Context: an optimization exercise on an open-source flow, tuned for small area. The choices shown serve that exercise and are no tape-out recipe.
Function was checked by simulation only, so behaviour that the tests miss may differ from the original.
No run shown here takes its clock network from TritonCTS; it comes from the design's own scripts or RTL.
No driver is modelled on the clock port, so clock power and skew are understated where the tree is cut down; a real chip needs a root buffer or a tree.
No activity file was given, so power comes from the tool's default toggle rates.

File: flow/area.abc
&get -n
&st
&dch -f
&nf -R 1000 -p -C 32 -F 8 -A 8
&put
File: flow/clktree.tcl
# Clock tree: replaces the tree that CTS built with CLK_NB buffers
# (CLK_BUF), each driving the clock pins of one cluster of registers
# (k-means on their placement), driven from the clock port through one
# root buffer (CLK_ROOT).
namespace eval ct {
  variable sinks {}
  variable bufs {}
  proc walk {net} {
    variable sinks
    variable bufs
    foreach it [$net getITerms] {
      if {[$it isOutputSignal]} continue
      set inst [$it getInst]
      set m [[$inst getMaster] getName]
      if {[string match "sky130_fd_sc_hd__clkbuf_*" $m]} {
        lappend bufs $inst
        foreach o [$inst getITerms] {
          if {[$o isOutputSignal] && [$o getNet] ne "NULL"} { walk [$o getNet] }
        }
      } else {
        lappend sinks $it
      }
    }
  }
  proc run {nb buf root} {
    variable sinks
    variable bufs
    set sinks {}
    set bufs {}
    set block [ord::get_db_block]
    set db [ord::get_db]
    set clknet [[$block findBTerm CLK] getNet]
    walk $clknet
    puts "clktree: [llength $sinks] sinks, [llength $bufs] CTS buffers removed"
    foreach it $sinks { $it disconnect }
    foreach inst $bufs {
      foreach o [$inst getITerms] {
        set n [$o getNet]
        if {$n eq "NULL"} continue
        $o disconnect
        if {[$o isOutputSignal]} { odb::dbNet_destroy $n }
      }
      odb::dbInst_destroy $inst
    }
    set pts {}
    foreach it $sinks {
      set bb [[$it getInst] getBBox]
      lappend pts [list [expr {([$bb xMin] + [$bb xMax]) / 2.0}] [expr {([$bb yMin] + [$bb yMax]) / 2.0}]]
    }
    set n [llength $pts]
    set cx 0.0; set cy 0.0
    foreach p $pts { set cx [expr {$cx + [lindex $p 0]}]; set cy [expr {$cy + [lindex $p 1]}] }
    set cx [expr {$cx / $n}]; set cy [expr {$cy / $n}]
    set cs {}
    for {set k 0} {$k < $nb} {incr k} {
      set a [expr {2 * 3.14159265 * ($k + 0.5) / $nb}]
      lappend cs [list [expr {$cx + 20000 * cos($a)}] [expr {$cy + 20000 * sin($a)}]]
    }
    for {set iter 0} {$iter < 100} {incr iter} {
      set asg {}
      foreach p $pts {
        set best 0; set bd 1e30
        for {set k 0} {$k < $nb} {incr k} {
          set c [lindex $cs $k]
          set d [expr {pow([lindex $p 0] - [lindex $c 0], 2) + pow([lindex $p 1] - [lindex $c 1], 2)}]
          if {$d < $bd} { set bd $d; set best $k }
        }
        lappend asg $best
      }
      set ncs {}
      for {set k 0} {$k < $nb} {incr k} {
        set sx 0.0; set sy 0.0; set m 0
        foreach p $pts a $asg {
          if {$a == $k} { set sx [expr {$sx + [lindex $p 0]}]; set sy [expr {$sy + [lindex $p 1]}]; incr m }
        }
        if {$m > 0} { lappend ncs [list [expr {$sx / $m}] [expr {$sy / $m}]] } else { lappend ncs [lindex $cs $k] }
      }
      set cs $ncs
    }
    set rinst [odb::dbInst_create $block [$db findMaster $root] "clkbuf_root"]
    set rnet [odb::dbNet_create $block "clknet_root"]
    $rnet setSigType CLOCK
    $rinst setLocation [expr {int($cx)}] [expr {int($cy)}]
    $rinst setPlacementStatus PLACED
    foreach it [$rinst getITerms] {
      if {[[$it getMTerm] getName] eq "A"} { $it connect $clknet }
      if {[[$it getMTerm] getName] eq "X"} { $it connect $rnet }
    }
    set master [$db findMaster $buf]
    for {set k 0} {$k < $nb} {incr k} {
      set inst [odb::dbInst_create $block $master "clkbuf_leaf_$k"]
      set net [odb::dbNet_create $block "clknet_leaf_$k"]
      $net setSigType CLOCK
      set c [lindex $cs $k]
      $inst setLocation [expr {int([lindex $c 0])}] [expr {int([lindex $c 1])}]
      $inst setPlacementStatus PLACED
      foreach it [$inst getITerms] {
        if {[[$it getMTerm] getName] eq "A"} { $it connect $rnet }
        if {[[$it getMTerm] getName] eq "X"} { $it connect $net }
      }
      set cnt 0
      foreach it $sinks a $asg { if {$a == $k} { $it connect $net; incr cnt } }
      puts "clktree: leaf $k drives $cnt clock pins"
    }
    global_connect
    detailed_placement
    check_placement -verbose
    estimate_parasitics -placement
  }
}
ct::run $::env(CLK_NB) $::env(CLK_BUF) $::env(CLK_ROOT)
File: config.mk
export PLATFORM = sky130hd
export DESIGN_NAME = FP_MUL
export DESIGN_NICKNAME = FP_MUL
export VERILOG_FILES = /design/flow/design.v
export SDC_FILE = /design/flow/constraint.sdc
export NUM_CORES = 8
export LEC_CHECK = 0
export CAP_MARGIN = 20
export CORE_MARGIN = 2
export CORE_UTILIZATION = 65
export SLEW_MARGIN = 20
File: flow/run.sh
#!/bin/bash
# Layout flow: the standard ORFS flow (standard.sh) with
#  - synthesis by flow/synth.tcl: the standard script, no ABC pass before
#    the full adders are extracted (-noabc), final ABC mapping by
#    flow/area.abc (area-oriented);
#  - clock tree: CTS (no dummy loads, clkbuf_8), then replaced by
#    flow/clktree.tcl with a root clkbuf_8 driving 7 clkbuf_16, each
#    driving one cluster of the registers' clock pins;
#  - ports buffered with buf_1;
# Each tool's output is in flow.log and in ORFS's own logs under orfs/logs.
set -euo pipefail
W=$PWD
export FLOW_ABC_SCRIPT=$W/flow/area.abc
export SYNTH_ARGS=-noabc
export CTS_ARGS="-sink_clustering_enable -repair_clock_nets -dont_use_dummy_load -buf_list sky130_fd_sc_hd__clkbuf_8"
export BUFFER_PORTS_ARGS="-buffer_cell sky130_fd_sc_hd__buf_1"
export POST_CTS_TCL=$W/flow/clktree.tcl
export CLK_NB=7 CLK_BUF=sky130_fd_sc_hd__clkbuf_16 CLK_ROOT=sky130_fd_sc_hd__clkbuf_8
sed -e "s|SYNTH_SCRIPT=[^ ]*|SYNTH_SCRIPT=$W/flow/synth.tcl|" standard.sh > flow_standard.sh
bash flow_standard.sh > flow.log 2>&1
File: design.v
`timescale 1ns/10ps
module FP_MUL(CLK, RESET, ENABLE, DATA_IN, DATA_OUT, READY);
input        CLK;
input        RESET;
input        ENABLE;
input  [7:0] DATA_IN;
output [7:0] DATA_OUT;
output       READY;
reg  [5:0]  cnt;
reg  [63:0] A_reg;
reg  [39:0] B_reg;
reg         bp;           
reg  [52:20] Xt;          
reg  [19:0] Xl;           
reg         p105;
reg  [2:0]  cb;           
reg         ec4;          
wire [52:0] X = {Xt, Xl};
genvar k, q;
always @(posedge CLK or posedge RESET)
	if (RESET)
		cnt <= 6'd0;
	else if (cnt == 6'd57)
		cnt <= 6'd0;
	else
		cnt <= cnt + 6'd1;
wire ld_a = (cnt >= 6'd1) && (cnt <= 6'd8);
wire ld_l = (cnt == 6'd15);       
wire ld_h = (cnt == 6'd16);       
wire rnd  = (cnt == 6'd37);
reg one, two, neg;
reg b1, b0, bm, dv;
always @* begin
	b1 = B_reg[3];
	b0 = B_reg[2];
	bm = B_reg[1];
	dv = (cnt >= 6'd9) && (cnt <= 6'd35);
	if (cnt == 6'd9) begin
		b1 = DATA_IN[1];
		b0 = DATA_IN[0];
		bm = 1'b0;
	end
	if (cnt == 6'd35) begin
		b1 = 1'b0;
		b0 = 1'b1;
	end
end
always @(posedge CLK) begin
	one <= dv & (b0 ^ bm);
	two <= dv & ((b1 & ~b0 & ~bm) | (~b1 & b0 & bm));
	neg <= dv & b1 & ~(b0 & bm);
end
wire [53:0] ma  = {1'b0, 1'b1, A_reg[51:0]};
wire [53:0] sel = ({54{one}} & ma) | ({54{two}} & {ma[52:0], 1'b0});
wire [54:0] pp  = {neg, sel ^ {54{neg}}};
localparam NC = 3;
localparam [8*NC-1:0] CUT = {8'd40, 8'd26, 8'd12};
wire [54:0] xs = {X[52], X[52], X[52:0]};
function is_cut_bit;    
	input integer k;
	integer q;
	begin
		is_cut_bit = 1'b0;
		for (q = 0; q < NC; q = q + 1)
			if (k == CUT[8*q +: 8] - 2 || k == CUT[8*q +: 8] - 1)
				is_cut_bit = 1'b1;
	end
endfunction
wire [NC:0] kx;
assign kx[0] = 1'b0;
generate
	for (q = 0; q < NC; q = q + 1) begin : g_la
		localparam integer P  = CUT[8*q +: 8] - 2;
		localparam integer HI = (q == NC - 1) ? 50 : CUT[8*(q+1) +: 8] - 3;
		assign kx[q+1] = (&X[HI:P+1]) & ((cb[q] & kx[q]) | ((cb[q] | kx[q]) & X[P]));
	end
endgenerate
wire p105n = X[51] ^ kx[NC];
wire        ex_a = ld_l | ld_h | rnd;
wire [10:0] eb   = {DATA_IN[6:0], DATA_IN[7:4]} & {11{ld_l | ld_h}};
wire [11:0] ec;
wire [10:0] es;
assign ec[0] = ld_l | p105n;
generate
	for (k = 0; k < 11; k = k + 1) begin : g_exp
		wire ci = (k == 4) ? (ld_h ? ec4 : ec[4]) : ec[k];
		assign es[k]   = A_reg[52+k] ^ eb[k] ^ ci;
		assign ec[k+1] = (A_reg[52+k] & eb[k]) | (A_reg[52+k] & ci) | (eb[k] & ci);
	end
endgenerate
always @(posedge CLK)
	ec4 <= ec[4];
always @(posedge CLK)
	if (ld_a)
		A_reg <= {DATA_IN, A_reg[63:8]};
	else if (ex_a) begin
		if (!ld_h)
			A_reg[55:52] <= es[3:0];
		if (!ld_l)
			A_reg[62:56] <= {es[10] ^ ld_h, es[9:4]};
		if (ld_h)
			A_reg[63] <= A_reg[63] ^ DATA_IN[7];
	end
wire cr  = B_reg[39] & B_reg[38] & (p105n | B_reg[37]);
wire cin = neg | (rnd & cr);
wire [55:0] c;
wire [54:0] s;
wire [NC-1:0] hc;
assign c[0] = cin;
generate
	for (k = 0; k < 55; k = k + 1) begin : g_add
		if (!is_cut_bit(k)) begin : g_fa
			assign s[k]   = xs[k] ^ pp[k] ^ c[k];
			assign c[k+1] = (xs[k] & pp[k]) | (xs[k] & c[k]) | (pp[k] & c[k]);
		end
	end
	for (q = 0; q < NC; q = q + 1) begin : g_cut
		localparam integer M = CUT[8*q +: 8];
		wire e0, k0, h0, e1, k1;
		assign e0 = xs[M-2] ^ pp[M-2] ^ cb[q];
		assign k0 = (xs[M-2] & pp[M-2]) | (xs[M-2] & cb[q]) | (pp[M-2] & cb[q]);
		assign s[M-2] = e0 ^ c[M-2];
		assign h0 = e0 & c[M-2];
		assign e1 = xs[M-1] ^ pp[M-1] ^ k0;
		assign k1 = (xs[M-1] & pp[M-1]) | (xs[M-1] & k0) | (pp[M-1] & k0);
		assign s[M-1] = e1 ^ h0;
		assign hc[q] = e1 & h0;
		assign c[M] = k1;
		assign c[M-1] = 1'b0;
	end
endgenerate
always @(posedge CLK)
	if (cnt == 6'd0)
		cb <= {NC{1'b0}};
	else
		cb <= hc;
always @(posedge CLK or posedge RESET)
	if (RESET)
		Xt <= 33'd0;
	else
		Xt <= s[54:22];
always @(posedge CLK)
	Xl <= s[21:2];
wire [41:0] bsh = {s[1:0], B_reg[39:0]};
generate
	for (k = 0; k < 40; k = k + 1) begin : g_b
		localparam integer KH = k / 6;
		localparam integer KL = (k % 6 <= 1 && k >= 6) ? KH - 1 : KH;
		wire ldh = (cnt == 9 + KH);
		wire ldl = (cnt == 9 + KL);
		always @(posedge CLK)
			if (ldh)
				B_reg[k] <= DATA_IN[k - 6 * KH];
			else if (ldl)
				B_reg[k] <= DATA_IN[k - 6 * KL];
			else
				B_reg[k] <= bsh[k + 2];
	end
endgenerate
always @(posedge CLK)
	bp <= B_reg[1];
always @(posedge CLK)
	if (rnd)
		p105 <= p105n;
wire [93:0] R  = {X, B_reg, bp};
wire [10:0] E  = A_reg[62:52];
wire        sg = A_reg[63];
wire [7:0] bs;
generate
	for (k = 0; k < 8; k = k + 1) begin : g_bs
		assign bs[k] = (cnt[2:0] == ((k + 1) % 8));
	end
endgenerate
wire [8:0] w = ({9{bs[1]}} & R[61 +: 9]) | ({9{bs[2]}} & R[51 +: 9])
             | ({9{bs[3]}} & R[41 +: 9]) | ({9{bs[4]}} & R[31 +: 9])
             | ({9{bs[5]}} & R[21 +: 9]) | ({9{bs[6]}} & R[11 +: 9])
             | ({9{bs[7]}} & R[1 +: 9]);
wire [7:0] fb = p105 ? w[8:1] : w[7:0];
wire [1:0] lo = p105 ? {R[3], R[2] ^ R[1]}
                     : {R[2] ^ (R[1] & R[0]), R[1] ^ R[0]};
wire [7:0] dout = ({8{bs[0]}} & {sg, E[10:4]})
                | ({8{bs[1]}} & {E[3:0], fb[3:0]})
                | ({8{bs[2] | bs[3] | bs[4] | bs[5] | bs[6]}} & fb)
                | ({8{bs[7]}} & {fb[7:2], lo});
assign READY    = (cnt[5:3] == 3'd6 && cnt[2:0] != 3'd0) || cnt == 6'd56;
assign DATA_OUT = dout;
endmodule
File: flow/synth.tcl
proc synth {args} { yosys synth -nofsm -noshare {*}$args }
proc abc {args} {
  set i [lsearch -exact $args -script]
  if {$i >= 0} { lset args [expr {$i + 1}] $::env(FLOW_ABC_SCRIPT) }
  yosys abc {*}$args
}
source $::env(SCRIPTS_DIR)/synth.tcl
# left out here: clear keep_hierarchy, flatten, clean up, hide names made inside functions, write 1_2_yosys.v
File: standard.sh
#!/bin/bash
# synth_recipe.tcl (not shown) runs the flow's synth.tcl, then flattens the netlist and writes it again
# the make line also repeats each setting of config.mk as NAME=value (left out here)
make -C /OpenROAD-flow-scripts/flow DESIGN_CONFIG=/design/flow/config.mk WORK_HOME=/design/flow/orfs CLKGATE_MAP_FILE= SYNTH_SCRIPT=/design/flow/synth_recipe.tcl "${@:-finish}"
File: constraint.sdc
create_clock -name core_clock -period 10.0 [get_ports {CLK}]
set_input_delay 2.0000 -clock core_clock [delete_from_list [all_inputs] [get_ports {CLK}]]
set_output_delay 2.0000 -clock core_clock [all_outputs]
set_load 0.01 [all_outputs]
==> run notes, run 1 <==
worst rel slew slack 0.430; total global-route track usage 0.272; gate count of the mapped netlist 609; r2r endpoint Xt[52]$_DFF_PP0_; number of flops mapped to enable cells by yosys between 60 and 70; Hold Fails Final Rpt 0; Vias per Instance approximately 6.4; first-pass GRT wire length around 30 mm; gp weighted congestion between 0.9 and 1; Tot Pwr between 1.5 and 2 mW; CTS clk-pin slew, worst paths between 0.1 and 0.15 ns; Pins Over Slew Limit 0; Post-Synth Adder-Cell Area 0.174; critical path type register to register; area growth from synthesis to layout 6.13%; Critical Path End Type register; clock latency (worst-skew pair) 0.45 ns; post-synthesis mux area share 0.0679; period utilisation layout 0.845; R2R setup slack around 1.6 ns; storage element area around 0.0043 mm^2; startpoint types register; DRT antenna net count 0; CP Launch Point one$_DFF_P_; Max IR drop VDD about 130 uV; number of buffers added on ports 18; DR vias roughly 5.2k; die width 118 um; antenna violations before repair 0; die area ~0.014 mm^2; Overflow after GRT 0; Main synth FF type dfxtp_1; Synth Register Bits 172; pin count of the biggest net entering global routing 68; final setup TNS 0 ns; # nets final 731; Setup crit end Xt[52]$_DFF_PP0_; Fillers ~920; # setup viols final 0; DP HPWL roughly 13 mm; drt pass-1 iters 8; Slew @ Worst Pin approximately 0.86 ns; Multi-input gate area 0.00408 mm^2; Req. time, crit path between 10 and 15 ns; asr flop ratio synth 0.227; Largest register FFs 64; PwrDens roughly 190 mW/mm^2; post-synthesis sequential area ratio 0.512; vias in the first global route about 5.5k; worst hold start B_reg[29]$_DFF_P_; FF-to-FF path depth 20; Worst EP arrival 8.77 ns; WL per Instance approximately 22 um; compound-cell area share of the yosys netlist 0.103; Starting Density 0.664; syn avg cell area ~14 um^2; outcome finished clean; Max FO, Critical Path 24; highest clock rate roughly 120 MHz; core box area 0.0126 mm^2; worst hold path cell count 1; Placed Cells roughly 800; Syn Std Cell Area about 0.0084 mm^2; die span in y about 120 um; Finished Layout Cells about 800; post-synth cell types between 40 and 50; Site Rows slightly above 40; Post-Synth Simple-Gate Area 0.0745; static leakage 3.26 nW; Post-Route WL roughly 18 mm; worst hold-check path type register to register; Yosys Warn Count 1; syn nets between 600 and 700; Worst Skew around 0.025 ns; largest family of logic cells by synthesized area adder cells; worst r2r src one$_DFF_P_; layout cells sized above 1 0.0266; TritonCTS Sinks approximately 170; Antenna diodes 0; RSZ-0062 raised after global routing false; xor and xnor fraction of the mapped netlist area 0.0669; setup ws final 1.55 ns; Place WS 1.56 ns; drt drc 0; Final min period ~8.4 ns; Max Cap Viol 0; Iter 0 DRT Violations 600; Ports 20
## worst min path at each step
stage                   endpoint  slack, ns
3_5_place_dp   B_reg[27]$_DFF_P_       0.42
6_report       B_reg[27]$_DFF_P_       0.44
3_3_place_gp   B_reg[17]$_DFF_P_       0.42
2_1_floorplan         bp$_DFF_P_       0.38
5_1_grt               bp$_DFF_P_       0.48
## critical path: stages, from the launching register on
cell     delay, ns
dfxtp_1       0.86
a22oi_1       0.23
xnor2_1       0.20
fa_1          0.41
fa_1          0.39
fa_1          0.40
fa_1          0.43
fa_1          0.43
fa_1          0.43
fa_1          0.42
fa_1          0.43
fa_1          0.42
fa_1          0.43
fa_1          0.43
fa_1          0.42
fa_1          0.42
fa_1          0.42
fa_1          0.43
fa_1          0.41
xnor2_1       0.14
xnor2_1       0.15
## kinds of logic (layout without fill, tap and decap cells)
logic type / after synthesis / after routing
simple gates: 118 / 118
compound gates: 119 / 119
xor+xnor: 64 / 64
mux: 52 / 52
buf+inv: 6 / 37
flops: 172 / 172
fa+ha+maj: 78 / 78
## where the power goes
part           total, mW  switching [mW]  internal, mW
Combinational      0.202          0.0935         0.108
Clock              0.338           0.204         0.134
Sequential          1.11           0.187         0.927
Total               1.65           0.484          1.17
## Yosys cell counts, drive strengths merged (6+ instances only)
cell type | number | area, um^2
a222oi | 12 | 120
mux2 | 39 | 439
and2 | 16 | 100
mux2i | 13 | 130
dfrtp | 39 | 976
nor2 | 19 | 71.3
clkinv | 6 | 22.5
a22oi | 66 | 495
and3 | 7 | 43.8
dfxtp | 68 | 1360
nand2 | 25 | 93.8
edfxtp | 65 | 1950
nor2b | 6 | 37.5
nand4 | 9 | 56.3
o21ai | 17 | 85.1
xnor2 | 61 | 534
nand3 | 14 | 70.1
a21oi | 11 | 55.1
fa | 64 | 1280
ha | 14 | 175
## stage by stage
step                area [um^2]  hold WS (ns)   util
finish                     8900         0.441  0.705
global route               8900         0.481  0.705
detailed placement         8710         0.420  0.690
global placement           8710         0.421  0.690
floorplan                  8380         0.383      -
## cell usage in the layout, fill, tap and decap left out, types with 2 or more instances in the layout
cell type | synthesis | final
ha_1 | 14 | 14
xor2_1 | 3 | 3
clkinv_1 | 6 | 6
fa_1 | 64 | 64
mux2i_1 | 13 | 13
o211ai_1 | 2 | 2
clkbuf_16 | 0 | 7
nor2b_1 | 6 | 5
nor2_1 | 19 | 19
a31oi_1 | 3 | 3
a222oi_1 | 12 | 12
nor4_1 | 3 | 3
mux2_1 | 39 | 39
a22oi_1 | 66 | 66
dfxtp_1 | 68 | 66
nand3_1 | 14 | 14
dfrtp_1 | 39 | 39
a221o_1 | 2 | 2
nand4_1 | 9 | 9
edfxtp_1 | 65 | 65
and2_0 | 16 | 16
o21ai_0 | 17 | 17
xnor2_1 | 61 | 61
and3_1 | 7 | 7
a21oi_1 | 11 | 11
nand2_1 | 25 | 25
and4_1 | 2 | 2
buf_4 | 0 | 5
dfxtp_2 | 0 | 2
nor3_1 | 5 | 5
buf_1 | 0 | 18
nand2b_1 | 5 | 5
## cell type report
class                   instances  area share
well taps                     172      0.0242
plain buffers                   8      0.0212
inverters                       6     0.00253
flip-flops and latches        172       0.482
repair buffers                 23      0.0118
multi-input cells             431       0.458
## metal layers
metal  vias to the layer above  part of all wire  track usage
li1                       2338                 -            -
met1                      2688              0.43        0.388
met2                       175              0.50        0.460
met3                        28             0.060       0.0315
met4                         0             0.019       0.0550
met5                         -                 0            0
==> run 2, diff against run 1 <==
--- a/design.v
+++ b/design.v
@@ -30,24 +30,11 @@
 wire rnd  = (cnt == 6'd37);
-reg one, two, neg;
-reg b1, b0, bm, dv;
-always @* begin
-	b1 = B_reg[3];
-	b0 = B_reg[2];
-	bm = B_reg[1];
-	dv = (cnt >= 6'd9) && (cnt <= 6'd35);
-	if (cnt == 6'd9) begin
-		b1 = DATA_IN[1];
-		b0 = DATA_IN[0];
-		bm = 1'b0;
-	end
-	if (cnt == 6'd35) begin
-		b1 = 1'b0;
-		b0 = 1'b1;
-	end
-end
-always @(posedge CLK) begin
-	one <= dv & (b0 ^ bm);
-	two <= dv & ((b1 & ~b0 & ~bm) | (~b1 & b0 & bm));
-	neg <= dv & b1 & ~(b0 & bm);
-end
+reg dv;
+always @(posedge CLK)
+	dv <= (cnt >= 6'd9) && (cnt <= 6'd35);
+wire b1  = B_reg[1];
+wire b0  = B_reg[0];
+wire bm  = bp;
+wire one = dv & (b0 ^ bm);
+wire two = dv & ((b1 & ~b0 & ~bm) | (~b1 & b0 & bm));
+wire neg = dv & b1 & ~(b0 & bm);
 wire [53:0] ma  = {1'b0, 1'b1, A_reg[51:0]};
@@ -131,4 +118,4 @@
 endgenerate
-always @(posedge CLK)
-	if (cnt == 6'd0)
+always @(posedge CLK or posedge RESET)
+	if (RESET)
 		cb <= {NC{1'b0}};
@@ -143,3 +130,4 @@
 	Xl <= s[21:2];
-wire [41:0] bsh = {s[1:0], B_reg[39:0]};
+wire [1:0]  btop = (cnt == 6'd16) ? 2'b01 : s[1:0];
+wire [41:0] bsh = {btop, B_reg[39:0]};
 generate
@@ -160,3 +148,3 @@
 always @(posedge CLK)
-	bp <= B_reg[1];
+	bp <= B_reg[1] & (cnt != 6'd9);
 always @(posedge CLK)
--- a/flow/run.sh
+++ b/flow/run.sh
@@ -6,4 +6,5 @@
 #  - clock tree: CTS (no dummy loads, clkbuf_8), then replaced by
-#    flow/clktree.tcl with a root clkbuf_8 driving 7 clkbuf_16, each
-#    driving one cluster of the registers' clock pins;
+#    flow/clktree.tcl with a root clkbuf_8 driving 7 (more if needed for
+#    the clock-pin slew) clkbuf_16, each driving one cluster of the
+#    registers' clock pins;
 #  - ports buffered with buf_1;
@@ -17,3 +18,3 @@
 export POST_CTS_TCL=$W/flow/clktree.tcl
-export CLK_NB=7 CLK_BUF=sky130_fd_sc_hd__clkbuf_16 CLK_ROOT=sky130_fd_sc_hd__clkbuf_8
+export CLK_NB=7 CLK_BUF=sky130_fd_sc_hd__clkbuf_16 CLK_ROOT=sky130_fd_sc_hd__clkbuf_8 CLK_SLEW_PS=105
 sed -e "s|SYNTH_SCRIPT=[^ ]*|SYNTH_SCRIPT=$W/flow/synth.tcl|" standard.sh > flow_standard.sh
--- a/flow/clktree.tcl
+++ b/flow/clktree.tcl
@@ -1,5 +1,6 @@
-# Clock tree: replaces the tree that CTS built with CLK_NB buffers
-# (CLK_BUF), each driving the clock pins of one cluster of registers
-# (k-means on their placement), driven from the clock port through one
-# root buffer (CLK_ROOT).
+# Clock tree: replaces the tree that CTS built with a root buffer (CLK_ROOT)
+# driven by the clock port and NB leaf buffers (CLK_BUF), each driving the
+# clock pins of one cluster of registers (k-means on their placement).  NB
+# starts at CLK_NB and grows until the estimated clock-pin slew is at most
+# CLK_SLEW_PS.
 namespace eval ct {
@@ -24,3 +25,3 @@
   }
-  proc run {nb buf root} {
+  proc teardown {clknet} {
     variable sinks
@@ -29,7 +30,3 @@
     set bufs {}
-    set block [ord::get_db_block]
-    set db [ord::get_db]
-    set clknet [[$block findBTerm CLK] getNet]
     walk $clknet
-    puts "clktree: [llength $sinks] sinks, [llength $bufs] CTS buffers removed"
     foreach it $sinks { $it disconnect }
@@ -44,17 +41,9 @@
     }
-    set pts {}
-    foreach it $sinks {
-      set bb [[$it getInst] getBBox]
-      lappend pts [list [expr {([$bb xMin] + [$bb xMax]) / 2.0}] [expr {([$bb yMin] + [$bb yMax]) / 2.0}]]
-    }
+  }
+  proc kmeans1 {pts nb seed} {
     set n [llength $pts]
-    set cx 0.0; set cy 0.0
-    foreach p $pts { set cx [expr {$cx + [lindex $p 0]}]; set cy [expr {$cy + [lindex $p 1]}] }
-    set cx [expr {$cx / $n}]; set cy [expr {$cy / $n}]
+    expr {srand($seed)}
     set cs {}
-    for {set k 0} {$k < $nb} {incr k} {
-      set a [expr {2 * 3.14159265 * ($k + 0.5) / $nb}]
-      lappend cs [list [expr {$cx + 20000 * cos($a)}] [expr {$cy + 20000 * sin($a)}]]
-    }
-    for {set iter 0} {$iter < 100} {incr iter} {
+    for {set k 0} {$k < $nb} {incr k} { lappend cs [lindex $pts [expr {int(rand() * $n)}]] }
+    for {set iter 0} {$iter < 60} {incr iter} {
       set asg {}
@@ -75,3 +64,3 @@
         }
-        if {$m > 0} { lappend ncs [list [expr {$sx / $m}] [expr {$sy / $m}]] } else { lappend ncs [lindex $cs $k] }
+        if {$m > 0} { lappend ncs [list [expr {$sx / $m}] [expr {$sy / $m}]] } else { lappend ncs [lindex $pts [expr {int(rand() * $n)}]] }
       }
@@ -79,2 +68,27 @@
     }
+    set worst 0.0
+    for {set k 0} {$k < $nb} {incr k} {
+      set c [lindex $cs $k]; set sd 0.0
+      foreach p $pts a $asg { if {$a == $k} { set sd [expr {$sd + abs([lindex $p 0] - [lindex $c 0]) + abs([lindex $p 1] - [lindex $c 1])}] } }
+      if {$sd > $worst} { set worst $sd }
+    }
+    return [list $worst $cs $asg]
+  }
+  proc kmeans {pts nb} {
+    set n [llength $pts]
+    set cx 0.0; set cy 0.0
+    foreach p $pts { set cx [expr {$cx + [lindex $p 0]}]; set cy [expr {$cy + [lindex $p 1]}] }
+    set cx [expr {$cx / $n}]; set cy [expr {$cy / $n}]
+    set best {}
+    for {set seed 1} {$seed <= 40} {incr seed} {
+      set r [kmeans1 $pts $nb $seed]
+      if {$best eq {} || [lindex $r 0] < [lindex $best 0]} { set best $r }
+    }
+    
+    return [list $cx $cy [lindex $best 1] [lindex $best 2]]
+  }
+  proc build {clknet pts sinkl nb buf root} {
+    set block [ord::get_db_block]
+    set db [ord::get_db]
+    lassign [kmeans $pts $nb] cx cy cs asg
     set rinst [odb::dbInst_create $block [$db findMaster $root] "clkbuf_root"]
@@ -101,3 +115,3 @@
       set cnt 0
-      foreach it $sinks a $asg { if {$a == $k} { $it connect $net; incr cnt } }
+      foreach it $sinkl a $asg { if {$a == $k} { $it connect $net; incr cnt } }
       puts "clktree: leaf $k drives $cnt clock pins"
@@ -106,6 +120,37 @@
     detailed_placement
+    estimate_parasitics -placement
+    set mx 0
+    foreach pin [all_registers -clock_pins -edge_triggered] {
+      foreach e {rise fall} {
+        foreach a {min max} {
+          set s [get_property $pin slew_${a}_$e]
+          set ps [expr {[sta::time_ui_sta $s] * 1e12}]
+          if {$ps > $mx} { set mx $ps }
+        }
+      }
+    }
+    return $mx
+  }
+  proc run {nb buf root limit} {
+    variable sinks
+    set block [ord::get_db_block]
+    set clknet [[$block findBTerm CLK] getNet]
+    teardown $clknet
+    set sinkl $sinks
+    puts "clktree: [llength $sinkl] clock pins"
+    set pts {}
+    foreach it $sinkl {
+      set bb [[$it getInst] getBBox]
+      lappend pts [list [expr {([$bb xMin] + [$bb xMax]) / 2.0}] [expr {([$bb yMin] + [$bb yMax]) / 2.0}]]
+    }
+    while {1} {
+      set slew [build $clknet $pts $sinkl $nb $buf $root]
+      puts "clktree: $nb leaves, estimated clock-pin slew $slew ps"
+      if {$slew <= $limit || $nb >= 16} break
+      teardown $clknet
+      incr nb
+    }
     check_placement -verbose
-    estimate_parasitics -placement
   }
 }
-ct::run $::env(CLK_NB) $::env(CLK_BUF) $::env(CLK_ROOT)
+ct::run $::env(CLK_NB) $::env(CLK_BUF) $::env(CLK_ROOT) $::env(CLK_SLEW_PS)
--- a/config.mk
+++ b/config.mk
@@ -9,3 +9,4 @@
 export CORE_MARGIN = 2
-export CORE_UTILIZATION = 65
+export CORE_UTILIZATION = 75
+export PLACE_DENSITY = 0.9
 export SLEW_MARGIN = 20
==> run 2 against run 1 <==
Net effect: worst hold slack improved by 0.0063 ns; final cell count fell by 4.1%; total power rose by 2.6%; synthesized cell count fell by 0.16%; setup slack got worse by 0.55 ns; combinational power rose by 16%; largest cell class unchanged; via count rose by 5.2%; die area fell by 13%; still clean on timing, DRC and antenna; sequential share of layout area barely moved; cell area fell by 0.58%; clock power barely moved.
==> run notes, run 2 <==
Antenna diodes 0; DRT antenna net count 0; final setup TNS 0 ns; Placed Cells 771; die area between 0.01 and 0.015 mm^2; hold slack final between 0.4 and 0.5 ns; # setup viols final 0; Max IR drop VDD 172 uV; gate count of the mapped netlist 608; TritonCTS Sinks 170; most frequent cells in the layout edfxtp_1, dfxtp_1, a22oi_1; Area contributors post-synth edfxtp_1, fa_1, dfxtp_1; Post-Route WL around 20 mm; gp weighted congestion between 0.9 and 1; Max FO, Critical Path between 50 and 60; Finished Layout Cells between 700 and 800; number of buffers added on ports 18; DP HPWL about 14 mm; number of flops mapped to enable cells by yosys 65; RSZ-0062 raised after global routing false; WL per Instance between 20 and 30 um; worst rel slew slack 0.277; Hold Fails Final Rpt 0; Syn Std Cell Area 0.00835 mm^2; asr flop ratio synth 0.247; syn avg cell area roughly 14 um^2; vias in the first global route ~5.9k; FF-to-FF path depth 25; crit-path max cell delay about 0.47 ns; drt pass-1 iters 8; DR vias between 5k and 6k; Slew @ Worst Pin around 1.1 ns; Vias per Instance 7.06; top cell type's share of synthesized area 0.234; Ports 20; post-synth top area cell edfxtp_1; Starting Density 0.770; worst hold path cell count 1; count leader, synth edfxtp_1; area growth from synthesis to layout 5.98%; Req. time, crit path just over 10 ns; Place WS between 1 and 1.5 ns; core box area between 0.01 and 0.015 mm^2; first-pass GRT wire length 31.7 mm; # nets final around 730; leading cell type in the layout, fill and taps excluded edfxtp_1; Crit-path slowest cell dfxtp_1; Largest register FFs 64; layout cells sized above 1 0.0282; Synth Register Bits 170; post-synthesis sequential area ratio 0.511; syn nets 699; total global-route track usage 0.358; static leakage between 3 and 4 nW; Commonest cells post-synth edfxtp_1, fa_1, a22oi_1, dfxtp_1, xor2_1; worst hold-check path type register to register; Iter 0 DRT Violations about 680; Overflow after GRT 0; Yosys Warn Count 1; post-synth cell types 36; die width 110 um; period utilisation layout 0.900; antenna violations before repair 0; highest clock rate roughly 110 MHz; die span in y about 110 um; Max Cap Viol 0; Worst Skew between 0.009 and 0.01 ns; critical path type register to register; Final min period 9.00 ns; Critical Path End Type register; Worst EP arrival between 9 and 10 ns; startpoint types register; CTS clk-pin slew, worst paths around 0.10 ns; setup ws final 1.00 ns; drt drc 0; PwrDens approximately 190 mW/mm^2; outcome finished clean; Tot Pwr 1.70 mW; Pins Over Slew Limit 0; clock latency (worst-skew pair) around 0.43 ns; Critical Path Most Common Cell fa_1; Main synth FF type edfxtp_1; pin count of the biggest net entering global routing 68; Site Rows 38
[run 2: per-stage QoR]
| step | cell area, um^2 | utilization |
|---|---|---|
| global route | 8850 | 0.816 |
| detailed placement | 8660 | 0.799 |
| finish | 8850 | 0.816 |
| floorplan | 8360 | - |
| global placement | 8660 | 0.799 |
[run 2: metal layers]
layer | global-route usage | share of wire
met5 | 0 | 0
met4 | 0.157 | 0.047
met3 | 0.0729 | 0.089
met2 | 0.589 | 0.49
met1 | 0.465 | 0.37
[run 2: final timing paths]
path | from | endpoint | slack (ns)
min in group asynchronous | RESET | Xt[32]$_DFF_PP0_ | 1.68
hold reg to reg | B_reg[29]$_DFF_P_ | B_reg[27]$_DFF_P_ | 0.45
max in group asynchronous | RESET | Xt[20]$_DFF_PP0_ | 7.94
setup reg to reg | B_reg[1]$_DFF_P_ | Xt[52]$_DFF_PP0_ | 1.00
setup / recovery | B_reg[1]$_DFF_P_ | Xt[52]$_DFF_PP0_ | 1.00
hold / removal | B_reg[29]$_DFF_P_ | B_reg[27]$_DFF_P_ | 0.45
[run 2: where the power goes]
group	internal (mW)	leakage, nW	switching, mW
clock	0.134	0.0935	0.201
sequential	0.919	1.61	0.209
combinational	0.119	1.56	0.114
[run 2: cells by family (layout without fill, tap and decap cells)]
family	count (synthesis)	in the layout	share of synthesized area
flops	170	170	0.511
compound gates	122	122	0.104
simple gates	112	112	0.0688
fa+ha+maj	80	80	0.177
xor+xnor	64	64	0.0671
mux	52	52	0.0682
buf+inv	8	39	0.00360
[run 2: layout make-up]
type,instances,area (um^2)
inverter,8,30.0
sequential,170,4260
buffer,8,189
fill,579,1990
tap,140,175
timing repair buffer,23,105
multi-input combinational,430,4080
[run 2: critical path, delay by kind of cell (launching register included)]
family	cells	cell delay (ns)
buffers and inverters	2	0.45
DFF	1	0.47
AOI/OAI and AO/OA	2	0.58
and+or+nand+nor	1	0.04
xor gates and xnor gates	3	0.44
adders and majority gates	17	6.86
==> run 3, diff against run 2 <==
--- a/flow/run.sh
+++ b/flow/run.sh
@@ -6,3 +6,3 @@
 #  - clock tree: CTS (no dummy loads, clkbuf_8), then replaced by
-#    flow/clktree.tcl with a root clkbuf_8 driving 7 (more if needed for
+#    flow/clktree.tcl with a root clkbuf_2 driving 6 (more if needed for
 #    the clock-pin slew) clkbuf_16, each driving one cluster of the
@@ -18,3 +18,3 @@
 export POST_CTS_TCL=$W/flow/clktree.tcl
-export CLK_NB=7 CLK_BUF=sky130_fd_sc_hd__clkbuf_16 CLK_ROOT=sky130_fd_sc_hd__clkbuf_8 CLK_SLEW_PS=105
+export CLK_NB=6 CLK_BUF=sky130_fd_sc_hd__clkbuf_16 CLK_ROOT=sky130_fd_sc_hd__clkbuf_2 CLK_SLEW_PS=105
 sed -e "s|SYNTH_SCRIPT=[^ ]*|SYNTH_SCRIPT=$W/flow/synth.tcl|" standard.sh > flow_standard.sh
==> run 3 against run 2 <==
Net effect: critical path depth unchanged; synthesized area did not move; largest power group unchanged; highest routed layer unchanged; still clean on timing, DRC and antenna; combinational power hardly changed; sequential cell count unchanged; register-to-register slack worse by 0.03 ns; largest cell class unchanged; critical endpoint unchanged.
==> run notes, run 3 <==
outcome finished clean; grt met1 use 0.480; Flop pwr share 0.665; Syn Std Cell Area 0.00835 mm^2; number of buffers added on ports 18; gate count of the mapped netlist 608; WL per Instance 26.5 um; Setup crit end Xt[52]$_DFF_PP0_; Place WS 1.01 ns; layout cells sized above 1 0.0282; CTS clk-pin slew, worst paths approximately 0.10 ns; grt met2 use 0.614; core box area 0.0108 mm^2; Main synth FF type edfxtp_1; Hold Fails Final Rpt 0; leading cell type in the layout, fill and taps excluded edfxtp_1; Pins Over Slew Limit 0; Synth Register Bits 170; final setup TNS 0 ns; # nets final between 700 and 800; Worst EP arrival approximately 9.6 ns; worst hold-check path type register to register; top cell type's share of synthesized area 0.234; count leader, synth edfxtp_1; syn nets ~700; DR vias 5591; # setup viols final 0; total global-route track usage 0.370; Finished Layout Cells 779; Placed Cells between 700 and 800; DRT antenna net count 0; die width about 110 um; GR met3 Demand/Resource 0.0729; antenna violations before repair 0; Final min period approximately 9.0 ns; Yosys Warn Count 1; startpoint types register; FF-to-FF path depth 25; worst r2r src B_reg[1]$_DFF_P_; period utilisation layout 0.902; vias in the first global route 5930; drt drc 0; post-synth cell types 36; die span in y 110 um; Ports 20; Starting Density 0.770; Largest register FFs 64; Int Pwr between 1 and 1.5 mW; gp weighted congestion around 0.95; TritonCTS Sinks 170; critical path type register to register; Core Util, Final 0.815; Critical Path End Type register; Req. time, crit path 10.61 ns; Max IR drop VDD roughly 170 uV; post-synth top area cell edfxtp_1; layer with the highest usage met2; clock latency (worst-skew pair) 0.75 ns; Vias per Instance 7.18; syn avg cell area approximately 14 um^2; sw frac 0.314; DP HPWL approximately 14 mm; asr flop ratio synth 0.247; static leakage about 3.3 nW; Max FO, Critical Path 53; Iter 0 DRT Violations 726; Antenna diodes 0; Overflow after GRT 0; design area roughly 0.0088 mm^2; setup ws final around 1 ns; first-pass GRT wire length about 33 mm; pin count of the biggest net entering global routing 68; post-synthesis sequential area ratio 0.511; area growth from synthesis to layout 5.88%; Site Rows 38; die area between 0.01 and 0.015 mm^2; combinational power share 0.139; CP Launch Point B_reg[1]$_DFF_P_; highest clock rate ~110 MHz; Slew @ Worst Pin roughly 1.0 ns; Clock power frac 0.196; Max Cap Viol 0; Area contributors post-synth edfxtp_1, fa_1, dfxtp_1; RSZ-0062 raised after global routing false; most frequent cells in the layout edfxtp_1, dfxtp_1, a22oi_1; Commonest cells post-synth edfxtp_1, fa_1, a22oi_1, dfxtp_1, xor2_1; placed cell area ~0.0087 mm^2; sw power 533 uW; r2r endpoint Xt[52]$_DFF_PP0_; worst rel slew slack 0.309; Post-Route WL just over 20 mm; PwrDens 192 mW/mm^2; number of flops mapped to enable cells by yosys 65; drt pass-1 iters 7; R2R setup slack approximately 0.98 ns; Worst Skew 0.0113 ns
run 3: cells by family (layout without fill, tap and decap cells):
group / count (synthesis) / after routing / synth area share
AOI/OAI and AO/OA: 122 / 122 / 0.104
muxes: 52 / 52 / 0.0682
DFF: 170 / 170 / 0.511
adders and majority gates: 80 / 80 / 0.177
xor gates and xnor gates: 64 / 64 / 0.0671
and+or+nand+nor: 112 / 112 / 0.0688
buffers and inverters: 8 / 39 / 0.00360
run 3: final cells by class:
class | instances | area (um^2)
well taps | 140 | 175
plain buffers | 8 | 180
repair buffers | 23 | 105
multi-input cells | 430 | 4080
fillers | 571 | 2000
inverters | 8 | 30.0
flip-flops and latches | 170 | 4260
run 3: metal layers:
metal  vias to the layer above  part of all wire
met3                        97             0.093
met2                       387              0.49
met1                      2787              0.36
met5                         -                 0
met4                         0             0.053
li1                       2320                 -
run 3: power by group through the flow:
stage / Sequential [mW] / Combinational, mW / Clock [mW]
6_report: 1.13 / 0.235 / 0.333
5_1_grt: 1.15 / 0.261 / 0.350
3_5_place_dp: 1.13 / 0.220 / 0
3_3_place_gp: 1.12 / 0.183 / 0
2_1_floorplan: 1.06 / 0.144 / 0
run 3: worst min-delay path by stage:
stage | from | to | slack (ns) | cells past startpoint
after floorplan | B_reg[29]$_DFF_P_ | B_reg[27]$_DFF_P_ | 0.41 | 1
after global placement | B_reg[29]$_DFF_P_ | B_reg[27]$_DFF_P_ | 0.41 | 1
after detailed placement | B_reg[29]$_DFF_P_ | B_reg[27]$_DFF_P_ | 0.43 | 1
after global routing | B_reg[29]$_DFF_P_ | B_reg[27]$_DFF_P_ | 0.46 | 1
final | B_reg[29]$_DFF_P_ | B_reg[27]$_DFF_P_ | 0.45 | 1
run 3: worst max-delay path, cell delays in order, from the launching register on:
cell and delay [ns]:
dfxtp_1 0.47, clkinv_1 0.15, ha_1 0.21, o21ai_0 0.30, nor2_4 0.04, buf_4 0.30
a22oi_1 0.28, xor2_1 0.14, fa_2 0.37, fa_1 0.41, fa_2 0.37, fa_2 0.37
fa_1 0.42, fa_1 0.44, fa_1 0.45, fa_1 0.44, fa_1 0.43, fa_1 0.43
fa_1 0.43, fa_1 0.43, fa_1 0.43, fa_1 0.43, fa_1 0.42, fa_1 0.41
xor2_1 0.16, xnor2_1 0.13
run 3: metrics by stage:
stage / hold slack (ns) / power (mW)
6_report: 0.450 / 1.70
5_1_grt: 0.457 / 1.76
3_5_place_dp: 0.427 / 1.35
3_3_place_gp: 0.413 / 1.30
2_1_floorplan: 0.410 / 1.20
==> run 4, diff against run 3 <==
--- a/design.v
+++ b/design.v
@@ -26,3 +26,2 @@
 		cnt <= cnt + 6'd1;
-wire ld_a = (cnt >= 6'd1) && (cnt <= 6'd8);
 wire ld_l = (cnt == 6'd15);       
@@ -65,12 +64,16 @@
 wire p105n = X[51] ^ kx[NC];
-wire        ex_a = ld_l | ld_h | rnd;
-wire [10:0] eb   = {DATA_IN[6:0], DATA_IN[7:4]} & {11{ld_l | ld_h}};
+wire        ld_f = (cnt >= 6'd1) && (cnt <= 6'd7);    
+wire        ld_s = (cnt == 6'd8);                     
+wire        ex_l = ld_f | ld_l | rnd;                 
+wire        ex_h = ld_s | ld_h | rnd;                 
+wire [10:0] ea   = A_reg[62:52] & {{7{~ld_s}}, {4{~ld_f}}};
+wire [10:0] eb   = {DATA_IN[6:0] & {7{ld_s | ld_h}}, DATA_IN[7:4] & {4{ld_f | ld_l}}};
 wire [11:0] ec;
 wire [10:0] es;
-assign ec[0] = ld_l | p105n;
+assign ec[0] = ld_l | (rnd & p105n);
 generate
 	for (k = 0; k < 11; k = k + 1) begin : g_exp
-		wire ci = (k == 4) ? (ld_h ? ec4 : ec[4]) : ec[k];
-		assign es[k]   = A_reg[52+k] ^ eb[k] ^ ci;
-		assign ec[k+1] = (A_reg[52+k] & eb[k]) | (A_reg[52+k] & ci) | (eb[k] & ci);
+		wire ci = (k == 4) ? (ld_h ? ec4 : (ec[4] & ~ld_s)) : ec[k];
+		assign es[k]   = ea[k] ^ eb[k] ^ ci;
+		assign ec[k+1] = (ea[k] & eb[k]) | (ea[k] & ci) | (eb[k] & ci);
 	end
@@ -79,13 +82,12 @@
 	ec4 <= ec[4];
-always @(posedge CLK)
-	if (ld_a)
-		A_reg <= {DATA_IN, A_reg[63:8]};
-	else if (ex_a) begin
-		if (!ld_h)
-			A_reg[55:52] <= es[3:0];
-		if (!ld_l)
-			A_reg[62:56] <= {es[10] ^ ld_h, es[9:4]};
-		if (ld_h)
-			A_reg[63] <= A_reg[63] ^ DATA_IN[7];
-	end
+always @(posedge CLK) begin
+	if (ld_f)
+		A_reg[51:0] <= {DATA_IN[3:0], A_reg[55:8]};
+	if (ex_l)
+		A_reg[55:52] <= es[3:0];
+	if (ex_h)
+		A_reg[62:56] <= {es[10] ^ ld_h, es[9:4]};
+	if (ld_s | ld_h)
+		A_reg[63] <= (A_reg[63] & ld_h) ^ DATA_IN[7];
+end
 wire cr  = B_reg[39] & B_reg[38] & (p105n | B_reg[37]);
==> run 4 against run 3 <==
Net effect: clock skew increased by 0.010 ns; synthesized cell count increased by 0.66%; die area decreased by 0.45%; clock power decreased by 3%; combinational power decreased by 8%; critical endpoint unchanged.
==> run notes, run 4 <==
outcome finished clean; Main synth FF type edfxtp_1; worst r2r src B_reg[0]$_DFF_P_; WL per Instance between 20 and 25 um; R2R setup slack roughly 1.0 ns; clock latency (worst-skew pair) between 0.7 and 0.8 ns; Largest register FFs between 60 and 70; PwrDens 187 mW/mm^2; gp weighted congestion about 0.93; layout cells sized above 1 0.0310; antenna violations before repair 0; Critical Path Most Common Cell fa_1; Final min period 8.98 ns; most frequent cells in the layout edfxtp_1, dfxtp_1, fa_1; Max FO, Critical Path 27; post-synthesis sequential area ratio 0.513; Overflow after GRT 0; DRT antenna net count 0; Max IR drop VDD between 150 and 200 uV; Worst EP arrival 9.55 ns; r2r endpoint Xt[52]$_DFF_PP0_; Commonest cells post-synth edfxtp_1, fa_1, dfxtp_1; Crit-path slowest cell nor2_4; Post-Route WL between 15 and 20 mm; CTS clk-pin slew, worst paths between 0.1 and 0.15 ns; die span in y 109 um; number of buffers added on ports 18; static leakage about 3.3 nW; number of flops mapped to enable cells by yosys 65; asr flop ratio synth 0.247; Pins Over Slew Limit 0; post-synth top area cell edfxtp_1; worst hold start B_reg[19]$_DFF_P_; post-synth cell types 37; crit-path max cell delay ~0.53 ns; Vias per Instance 6.80; Crit path buffers/inverters 1; drt pass-1 iters 6; Worst Skew ~0.021 ns; Hold Crit Endpoint B_reg[17]$_DFF_P_; DR vias 5341; highest clock rate approximately 110 MHz; CP delay by family, top adder cells; worst hold-check path type register to register; Yosys Warn Count 1; count leader, synth edfxtp_1; final setup TNS 0 ns; Critical Path End Type register; drt drc 0; Iter 0 DRT Violations 650; TritonCTS Sinks 170; Req. time, crit path 10.57 ns; Starting Density 0.767; Hold Fails Final Rpt 0; Fillers roughly 600; Finished Layout Cells ~790; Site Rows 38; leading cell type in the layout, fill and taps excluded edfxtp_1; Synth Register Bits 170; Placed Cells slightly below 800; die area 0.0119 mm^2; Antenna diodes 0; period utilisation layout 0.898; die width about 110 um; core box area roughly 0.011 mm^2; # setup viols final 0; CP Launch Point B_reg[0]$_DFF_P_; Slew @ Worst Pin just over 0.9 ns; first-pass GRT wire length 30.4 mm; pin count of the biggest net entering global routing 56; Max Cap Viol 0; critical path type register to register; total global-route track usage 0.342; FF-to-FF path depth 23; syn avg cell area ~14 um^2; DP HPWL around 14 mm; area growth from synthesis to layout 6.08%; # nets final 737; Syn Std Cell Area about 0.0083 mm^2; syn nets ~700; RSZ-0062 raised after global routing false; worst rel slew slack 0.371; worst hold path cell count 1; Ports 20; top cell type's share of synthesized area 0.235; vias in the first global route around 5.7k; startpoint types register; critical-path cell list ha_1 -> o21ai_0 -> nor2_4 -> buf_4 -> a22oi_1 -> xor2_1 -> fa_1 -> fa_2 -> fa_2 -> fa_1 -> fa_1 -> fa_1 -> fa_1 -> fa_1 -> fa_1 -> fa_1 -> fa_1 -> fa_1 -> fa_1 -> fa_1 -> fa_1 -> xor2_1 -> xnor2_1; gate count of the mapped netlist between 600 and 700; Area contributors post-synth edfxtp_1, fa_1, dfxtp_1
run 4: changes by cell type in the layout (fill, tap and decap cells not counted), moves of 4 or more:
cell,change
nand2_1,+6
clkinv_1,+5
and2_0,+9
o21ai_0,-4
mux2_1,-11
a222oi_1,+4
a22oi_1,-7
nor2b_1,+4
run 4: layer usage:
| metal | global-route usage | share of wire | wire length [um] |
|---|---|---|---|
| met4 | 0.128 | 0.038 | 724 |
| met1 | 0.459 | 0.37 | 7070 |
| met2 | 0.569 | 0.50 | 9460 |
| met5 | 0 | 0 | 0 |
| met3 | 0.0574 | 0.088 | 1670 |
run 4: cell families after synthesis:
logic type / count (synthesis) / share of synthesized area
AO/OA/AOI/OAI: 116 / 0.101
AND/OR/NAND/NOR: 128 / 0.0806
multiplexers: 43 / 0.0560
buffers and inverters: 13 / 0.00587
XOR/XNOR: 63 / 0.0664
flip-flops: 170 / 0.513
adder cells (fa/ha/maj): 79 / 0.177
run 4: worst max-delay path by stage:
stage                     slack, ns          endpoint  cells after the start
final                          1.02  Xt[52]$_DFF_PP0_                     23
after floorplan               0.005  Xt[52]$_DFF_PP0_                     21
after global routing           0.63  Xt[52]$_DFF_PP0_                     23
after global placement         1.41  Xt[52]$_DFF_PP0_                     23
after detailed placement       1.11  Xt[52]$_DFF_PP0_                     24
run 4: per-stage QoR:
stage               hold slack, ns   util  area (um^2)  setup slack (ns)  power, mW
detailed placement           0.428  0.797         8630              1.11       1.33
global placement             0.418  0.797         8630              1.41       1.29
global route                 0.465  0.813         8810             0.626       1.72
floorplan                    0.410      -         8320           0.00531       1.20
finish                       0.458  0.813         8810              1.02       1.65
run 4: layout make-up:
class | count | area, um^2 | area share
Buffer | 8 | 180 | 0.0204
Inverter | 13 | 48.8 | 0.00554
Multi-Input combinational cell | 429 | 4030 | 0.457
Sequential cell | 170 | 4260 | 0.484
Tap cell | 140 | 175 | 0.0199
Timing Repair Buffer | 25 | 120 | 0.0136
run 4: report_power, final:
group	total, mW	switching [mW]	internal, mW	leakage [nW]
Clock	0.323	0.198	0.125	0.0904
Combinational	0.216	0.106	0.110	1.58
Sequential	1.11	0.193	0.918	1.61
==> run 5, diff against run 4 <==
--- a/design.v
+++ b/design.v
@@ -19,3 +19,3 @@
 genvar k, q;
-always @(posedge CLK or posedge RESET)
+always @(posedge CLK)
 	if (RESET)
@@ -31,3 +31,3 @@
 always @(posedge CLK)
-	dv <= (cnt >= 6'd9) && (cnt <= 6'd35);
+	dv <= !RESET && (cnt >= 6'd9) && (cnt <= 6'd35);
 wire b1  = B_reg[1];
==> run 5 against run 4 <==
Net effect: clock skew hardly changed; still clean on timing, DRC and antenna; first-iteration DRC count is 5.4% lower; via count is 2.2% higher; largest cell class unchanged; total power is 13% higher; critical path depth is 1 higher; sequential share of layout area is 0.28 points lower; die area is 0.45% lower; maximum frequency is 2.5% higher; combinational power is 44% higher; wire length is 1.7% higher; cell area is 0.13% lower; setup slack better by 0.22 ns.
==> run notes, run 5 <==
die span in y around 110 um; clock latency (worst-skew pair) approximately 0.8 ns; startpoint types register; outcome finished clean; syn avg cell area between 10 and 15 um^2; Area contributors post-synth edfxtp_1, dfxtp_1, fa_1; gate count of the mapped netlist 610; DP HPWL 13.3 mm; Vias per Instance 6.95; RSZ-0062 raised after global routing false; leading cell type in the layout, fill and taps excluded dfxtp_1; number of buffers added on ports 18; post-synth cell types 37; DR vias 5457; Yosys Warn Count 1; Max FO, Critical Path 52; antenna violations before repair 1; period utilisation layout 0.876; Starting Density 0.766; # nets final around 740; Slew @ Worst Pin 0.836 ns; worst rel slew slack 0.442; gp weighted congestion around 1; count leader, synth dfxtp_1; area growth from synthesis to layout 6.44%; Final min period between 8 and 9 ns; Tot Pwr between 1.5 and 2 mW; Worst EP arrival about 9.4 ns; final setup TNS 0 ns; Req. time, crit path ~11 ns; syn nets 700; Hold Fails Final Rpt 0; WL per Instance 24.5 um; Ports 20; PwrDens about 210 mW/mm^2; layout cells sized above 1 0.0326; Largest register FFs 64; Pins Over Slew Limit 0; pin count of the biggest net entering global routing 53; Overflow after GRT 0; vias in the first global route 5485; Iter 0 DRT Violations around 600; Critical Path End Type register; static leakage about 3.4 nW; Main synth FF type dfxtp_1; Commonest cells post-synth dfxtp_1, edfxtp_1, fa_1; Syn Std Cell Area ~0.0083 mm^2; die width 109 um; drt pass-1 iters 9; Post-Route WL about 19 mm; core box area roughly 0.011 mm^2; most frequent cells in the layout dfxtp_1, edfxtp_1, fa_1; CTS clk-pin slew, worst paths around 0.10 ns; top cell type's share of synthesized area 0.236; Max IR drop VDD roughly 200 uV; drt drc 0; TritonCTS Sinks 170; # setup viols final 0; highest clock rate 114 MHz; Site Rows 38; number of flops mapped to enable cells by yosys 65; post-synthesis sequential area ratio 0.512; first-pass GRT wire length between 20 and 30 mm; asr flop ratio synth 0.212; die area approximately 0.012 mm^2; DRT antenna net count 0; post-synth top area cell edfxtp_1; worst hold-check path type register to register; Synth Register Bits between 150 and 200; Core Util, Final 0.816; critical path type register to register; total global-route track usage 0.341; Max Cap Viol 0; Worst Skew approximately 0.021 ns
==> run 5: path summary, 6_finish.rpt <==
check	cells past startpoint	start	endpoint	slack (ns)
max reg2reg	24	B_reg[1]$_DFF_P_	Xt[52]$_DFF_PP0_	1.24
min reg2reg	1	B_reg[19]$_DFF_P_	B_reg[17]$_DFF_P_	0.45
max	24	B_reg[1]$_DFF_P_	Xt[52]$_DFF_PP0_	1.24
min	1	B_reg[19]$_DFF_P_	B_reg[17]$_DFF_P_	0.45
min in group asynchronous	3	RESET	Xt[21]$_DFF_PP0_	1.31
max in group asynchronous	3	RESET	Xt[25]$_DFF_PP0_	8.33
==> run 5: layout make-up <==
class                           count  area (um^2)
Multi-Input combinational cell    423         4000
Inverter                           17         63.8
Tap cell                          140          175
Timing Repair Buffer               25          120
Antenna cell                        1         2.50
Sequential cell                   170         4230
Fill cell                         565         1990
Buffer                              9          205
==> run 5: cells by family (layout without fill, tap and decap cells) <==
kind of cell / count (synthesis) / in the layout / share of synthesized area
multiplexers: 41 / 41 / 0.0536
AO/OA/AOI/OAI: 121 / 121 / 0.107
AND/OR/NAND/NOR: 118 / 118 / 0.0740
adder cells (fa/ha/maj): 79 / 79 / 0.178
buffers and inverters: 17 / 51 / 0.00772
flip-flops: 170 / 170 / 0.512
XOR/XNOR: 64 / 64 / 0.0678
other: 0 / 1 / 0
==> run 5: through the flow <==
stage | cells | cell area, um^2 | hold WS, ns | worst slack [ns]
after detailed placement | 775 | 8600 | 0.432 | 1.34
final | 785 | 8800 | 0.451 | 1.24
after global routing | 785 | 8800 | 0.479 | 0.918
after global placement | 775 | 8600 | 0.420 | 1.56
after floorplan | 610 | 8280 | 0.410 | 0.00684
==> run 5: worst max-delay path: stages (launching register included) <==
cell,delay (ns)
dfxtp_1,0.46
clkinv_1,0.14
ha_1,0.22
o21ai_0,0.31
nor2_4,0.08
buf_4,0.31
a22oi_1,0.25
xor2_1,0.13
fa_1,0.43
fa_2,0.36
fa_2,0.37
fa_1,0.42
fa_1,0.43
fa_1,0.43
fa_1,0.46
fa_1,0.43
fa_1,0.45
fa_1,0.45
fa_1,0.45
fa_1,0.43
fa_1,0.43
fa_1,0.43
fa_1,0.44
xor2_1,0.17
xnor2_1,0.13
==> run 5: where the power goes <==
| part | internal, mW | total, mW | switching [mW] |
|---|---|---|---|
| clock | 0.142 | 0.349 | 0.208 |
| combinational | 0.143 | 0.312 | 0.169 |
| sequential | 0.982 | 1.21 | 0.226 |
==> run 5: per-layer routing <==
metal	GRT usage	vias up	part of all wire
met1	0.451	2771	0.37
met4	0.141	0	0.044
met5	0	-	0
met2	0.545	292	0.49
li1	-	2325	-
met3	0.0849	69	0.099

[what the ideal ports hide]
How much do the figures lean on ideal ports? The routed layouts below were timed once more, with nothing changed but the port constraints.
Step 1, drivers: a clkbuf_16 drives CLK and a buf_2 each remaining input, both assumed.
Step 2 adds t to the input delays and takes it off the output delays; t is the mean of the earliest and latest rising clock arrival at the registers after step 1. Input paths then give back, and output paths get back, about the clock's delay inside the block.
Slacks: ideal / step 1 / step 2; pairs: ideal / step 1.
run | t (ns) | setup WS [ns] | pins driven straight from the clock port
run 1 | 0.472 | 1.551 / 1.551 / 1.551 | 1
run 2 | 0.459 | 1.002 / 1.002 / 1.002 | 1
run 3 | 0.774 | 0.976 / 0.976 / 0.976 | 1
run 4 | 0.738 | 1.024 / 1.024 / 1.024 | 1
run 5 | 0.816 | 1.242 / 1.242 / 1.242 | 1
After both steps every run listed still meets setup and hold.
